Background: an optimization exercise with open tools, aiming at small area, a short achievable clock period and few clock cycles per item. Do not read the settings as production practice. Only simulation tests tie the RTL to the original design; equivalence was not proved.

==> flow/design.v <==
module absdiff (
	input  wire [30:0] x,
	input  wire [30:0] y,
	output wire [30:0] d,
	output wire        xgty,
	output wire        xeqy
);
localparam N = 31;
localparam L = 5;
wire [N-1:0] p0 = ~(x ^ y);
wire [N-1:0] g0 = x & ~y;
reg [N-1:0] G;
reg [N-1:0] P;
reg [N-1:0] c;
integer l, i;
always @* begin
	G = g0;
	P = p0;
	for (l = 0; l < L; l = l + 1)
		for (i = 0; i < N; i = i + 1)
			if ((i >> l) & 1) begin
				G[i] = G[i] | (P[i] & G[((i >> l) << l) - 1]);
				P[i] = P[i] & P[((i >> l) << l) - 1];
			end
	c[0] = G[N-1];
	for (i = 1; i < N; i = i + 1)
		c[i] = G[i-1] | (P[i-1] & G[N-1]);
end
wire gall = G[N-1];
assign d    = p0 ^ c ^ {N{~gall}};
assign xgty = gall;
assign xeqy = P[N-1];
endmodule
module top(
		input wire [31:0] opa,
		input wire [31:0] opb,
		input wire start,
		input wire rst,
		input wire clk,
		output reg done,
		output reg [31:0] result
);
reg        busy;
reg        sb;      
reg  [4:0] k;
reg [31:0] a;
reg [31:0] b;
wire        xgty;
wire        xeqy;
wire [30:0] dh;
wire [30:0] xh = a[31:1] & {31{b[0]}};
wire [30:0] yh = b[31:1] & {31{(a[0] | ~b[0]) & ~sb}};
absdiff u_absdiff(.x(xh), .y(yh), .d(dh), .xgty(xgty), .xeqy(xeqy));
wire za  = (a == 32'd0);
wire eqt = xeqy & a[0] & b[0];
wire fin = za | eqt;
wire kz  = (k == 5'd0);
always @* begin
	done   = busy & fin & kz;
	result = b;
end
wire accept = start & (~busy | done);
wire [2:0] tz = xh[2:0] ^ yh[2:0];
reg  [30:0] ds;
always @* begin
	if (tz[0])      ds = dh;
	else if (tz[1]) ds = {1'b0, dh[30:1]};
	else if (tz[2]) ds = {2'b0, dh[30:2]};
	else            ds = {3'b0, dh[30:3]};
end
reg  [4:0] kin;
wire [31:0] oab = opa | opb;
integer i;
always @* begin
	kin = 5'd0;
	for (i = 31; i >= 0; i = i - 1)
		if (oab[i]) kin = i[4:0];
	if (opa == 32'd0 || opb == 32'd0) kin = 5'd0;
end
always @(posedge clk or negedge rst) begin
	if (~rst) begin
		busy <= 1'b0;
	end else begin
		busy <= start | (busy & ~done);
	end
end
always @(posedge clk) begin
	sb <= fin & ~accept;
	if (accept) begin
		a <= opa;
		b <= opb;
		k <= kin;
	end else begin
		a <= {1'b0, ds};
		if (fin) begin
			b <= {b[30:0], 1'b0};
			k <= k - 5'd1;
		end else if (~xgty)
			b <= a;
	end
end
endmodule
export LEC_CHECK = 0
export CAP_MARGIN = 0
export CORE_MARGIN = 2
export CORE_UTILIZATION = 40
export SETUP_SLACK_MARGIN = 2.5
export SLEW_MARGIN = 0
create_clock -name core_clock -period 7.0 [get_ports {clk}]
standard.sh (not shown) runs the stock make flow with config.mk's settings and CLKGATE_MAP_FILE= SYNTH_SCRIPT=/design/flow/synth_recipe.tcl, a recipe that flattens the netlist after the stock synthesis.
==> flow/flow/run.sh <==
#!/bin/bash
# Standard layout, with plain buf_1 cells as the port buffers.
set -euo pipefail
export BUFFER_PORTS_ARGS="-buffer_cell sky130_fd_sc_hd__buf_1"
bash standard.sh > standard.log 2>&1
Testbench counts at the start, summed over its fixed seeds: cycles 52,913, items 2,400.
Rerun with:
CAP_MARGIN = 20   (was 0)
PLACE_DENSITY = 0.8   (was unset)
SLEW_MARGIN = 20   (was 0)
The changed run finished clean. Worst setup slack got worse by 0.052 ns. Wire length is about the same. Final area came out higher by 1.9%. Via count came out higher by 4.7%. Clock-buffer cell count does not change. Sequential share of layout area came out lower by 0.43 points. Core utilization came out higher by 0.88 points. Synthesized cell count is unchanged. Global-route usage came out lower by 1.1 points.
Rerun with:
==> flow/run.sh (new file) <==
#!/bin/bash
# synth_recipe.tcl (not shown) runs the flow's synth.tcl, then flattens the netlist and writes it again
# the make line also repeats each setting of config.mk as NAME=value (left out here)
make -C /OpenROAD-flow-scripts/flow DESIGN_CONFIG=/design/flow/config.mk WORK_HOME=/design/flow/orfs CLKGATE_MAP_FILE= SYNTH_SCRIPT=/design/flow/synth_recipe.tcl finish
PLACE_DENSITY = unset   (was 0.8)
SETUP_SLACK_MARGIN = unset   (was 2.5)
removed: flow/flow/run.sh
removed: flow/standard.sh
- register-to-register slack degrades by 1.3 ns
- hold slack improves by 0.018 ns
- design area came out higher by a few percent
- worst setup slack degrades by 1.6 ns
- non-clock buffer count came out lower by 12
- cell count came out lower slightly
- global-route usage came out higher by 1.6 points
Rerun with:
SETUP_SLACK_MARGIN = 3.5   (was unset)
Die area is unchanged.
Synthesized area is unchanged.
Utilization grows by 19 points.
Register-to-register slack gains 1.6 ns.
Clock-buffer cell count drops by 3.
Rerun with:
SETUP_SLACK_MARGIN = 2   (was 3.5)
After rerunning: Sequential share of layout area climbs by 5.9 points; hold slack improves by 0.022 ns; global-route usage drops by 4.5 points; design area drops by 27%; setup slack degrades by 0.39 ns; synthesized area does not change; maximum frequency drops by 8.4%; routed wire length drops by 25%.
Rerun with:
==> flow/flow/run.sh (new file) <==
#!/bin/bash
# Standard layout, with plain buf_1 cells as the port buffers.
set -euo pipefail
export BUFFER_PORTS_ARGS="-buffer_cell sky130_fd_sc_hd__buf_1"
bash standard.sh > standard.log 2>&1
==> flow/standard.sh (new file) <==
#!/bin/bash
# synth_recipe.tcl (not shown) runs the flow's synth.tcl, then flattens the netlist and writes it again
# the make line also repeats each setting of config.mk as NAME=value (left out here)
make -C /OpenROAD-flow-scripts/flow DESIGN_CONFIG=/design/flow/config.mk WORK_HOME=/design/flow/orfs CLKGATE_MAP_FILE= SYNTH_SCRIPT=/design/flow/synth_recipe.tcl "${@:-finish}"
CORE_UTILIZATION = 50   (was 40)
SETUP_SLACK_MARGIN = 2.5   (was 2)
removed: flow/run.sh
After rerunning:
- wire length barely changes
- flip-flop and latch count is unchanged
- hold slack is worse by 0.049 ns
- setup slack is better by 0.14 ns
- non-clock buffer count falls by 2
- final area falls by a little under a tenth
- clock skew falls by 0.0065 ns
- via count rises by a few percent
- die area falls by about a fifth

[re-timing with driven ports]
The results above use ideal ports. As a check the final layouts listed here were re-extracted and re-timed, cells and wires unchanged.
Step 1 (the two cells are an assumption about what drives the block):
set clk [get_ports {clk}]
set_driving_cell -lib_cell sky130_fd_sc_hd__clkbuf_16 $clk
set_driving_cell -lib_cell sky130_fd_sc_hd__buf_2 [delete_from_list [all_inputs] $clk]
Step 2 times the ports against the registers' clock, not the clock port: input delays grow and output delays shrink by t, the midpoint of the rising clock arrivals with the driver on.
Slacks: no drivers / after step 1 / after step 2; pairs: no drivers / after step 1.
| run | t (ns) | slack for setup (ns) | worst setup path after step 2 |
|---|---|---|---|
| the first run | 0.371 | 2.651 / 2.613 / 2.775 | register to register |
| the second run | 0.369 | 2.599 / 2.565 / 2.641 | register to register |
| the third run | 0.365 | 0.962 / 0.923 / 1.288 | register to output |
| the fourth run | 0.374 | 2.781 / 2.740 / 2.980 | register to register |
| the fifth run | 0.365 | 2.395 / 2.395 / 2.395 | register to register |
| the sixth run | 0.381 | 2.537 / 2.497 / 2.745 | register to register |
After both steps every run listed still meets setup and hold.
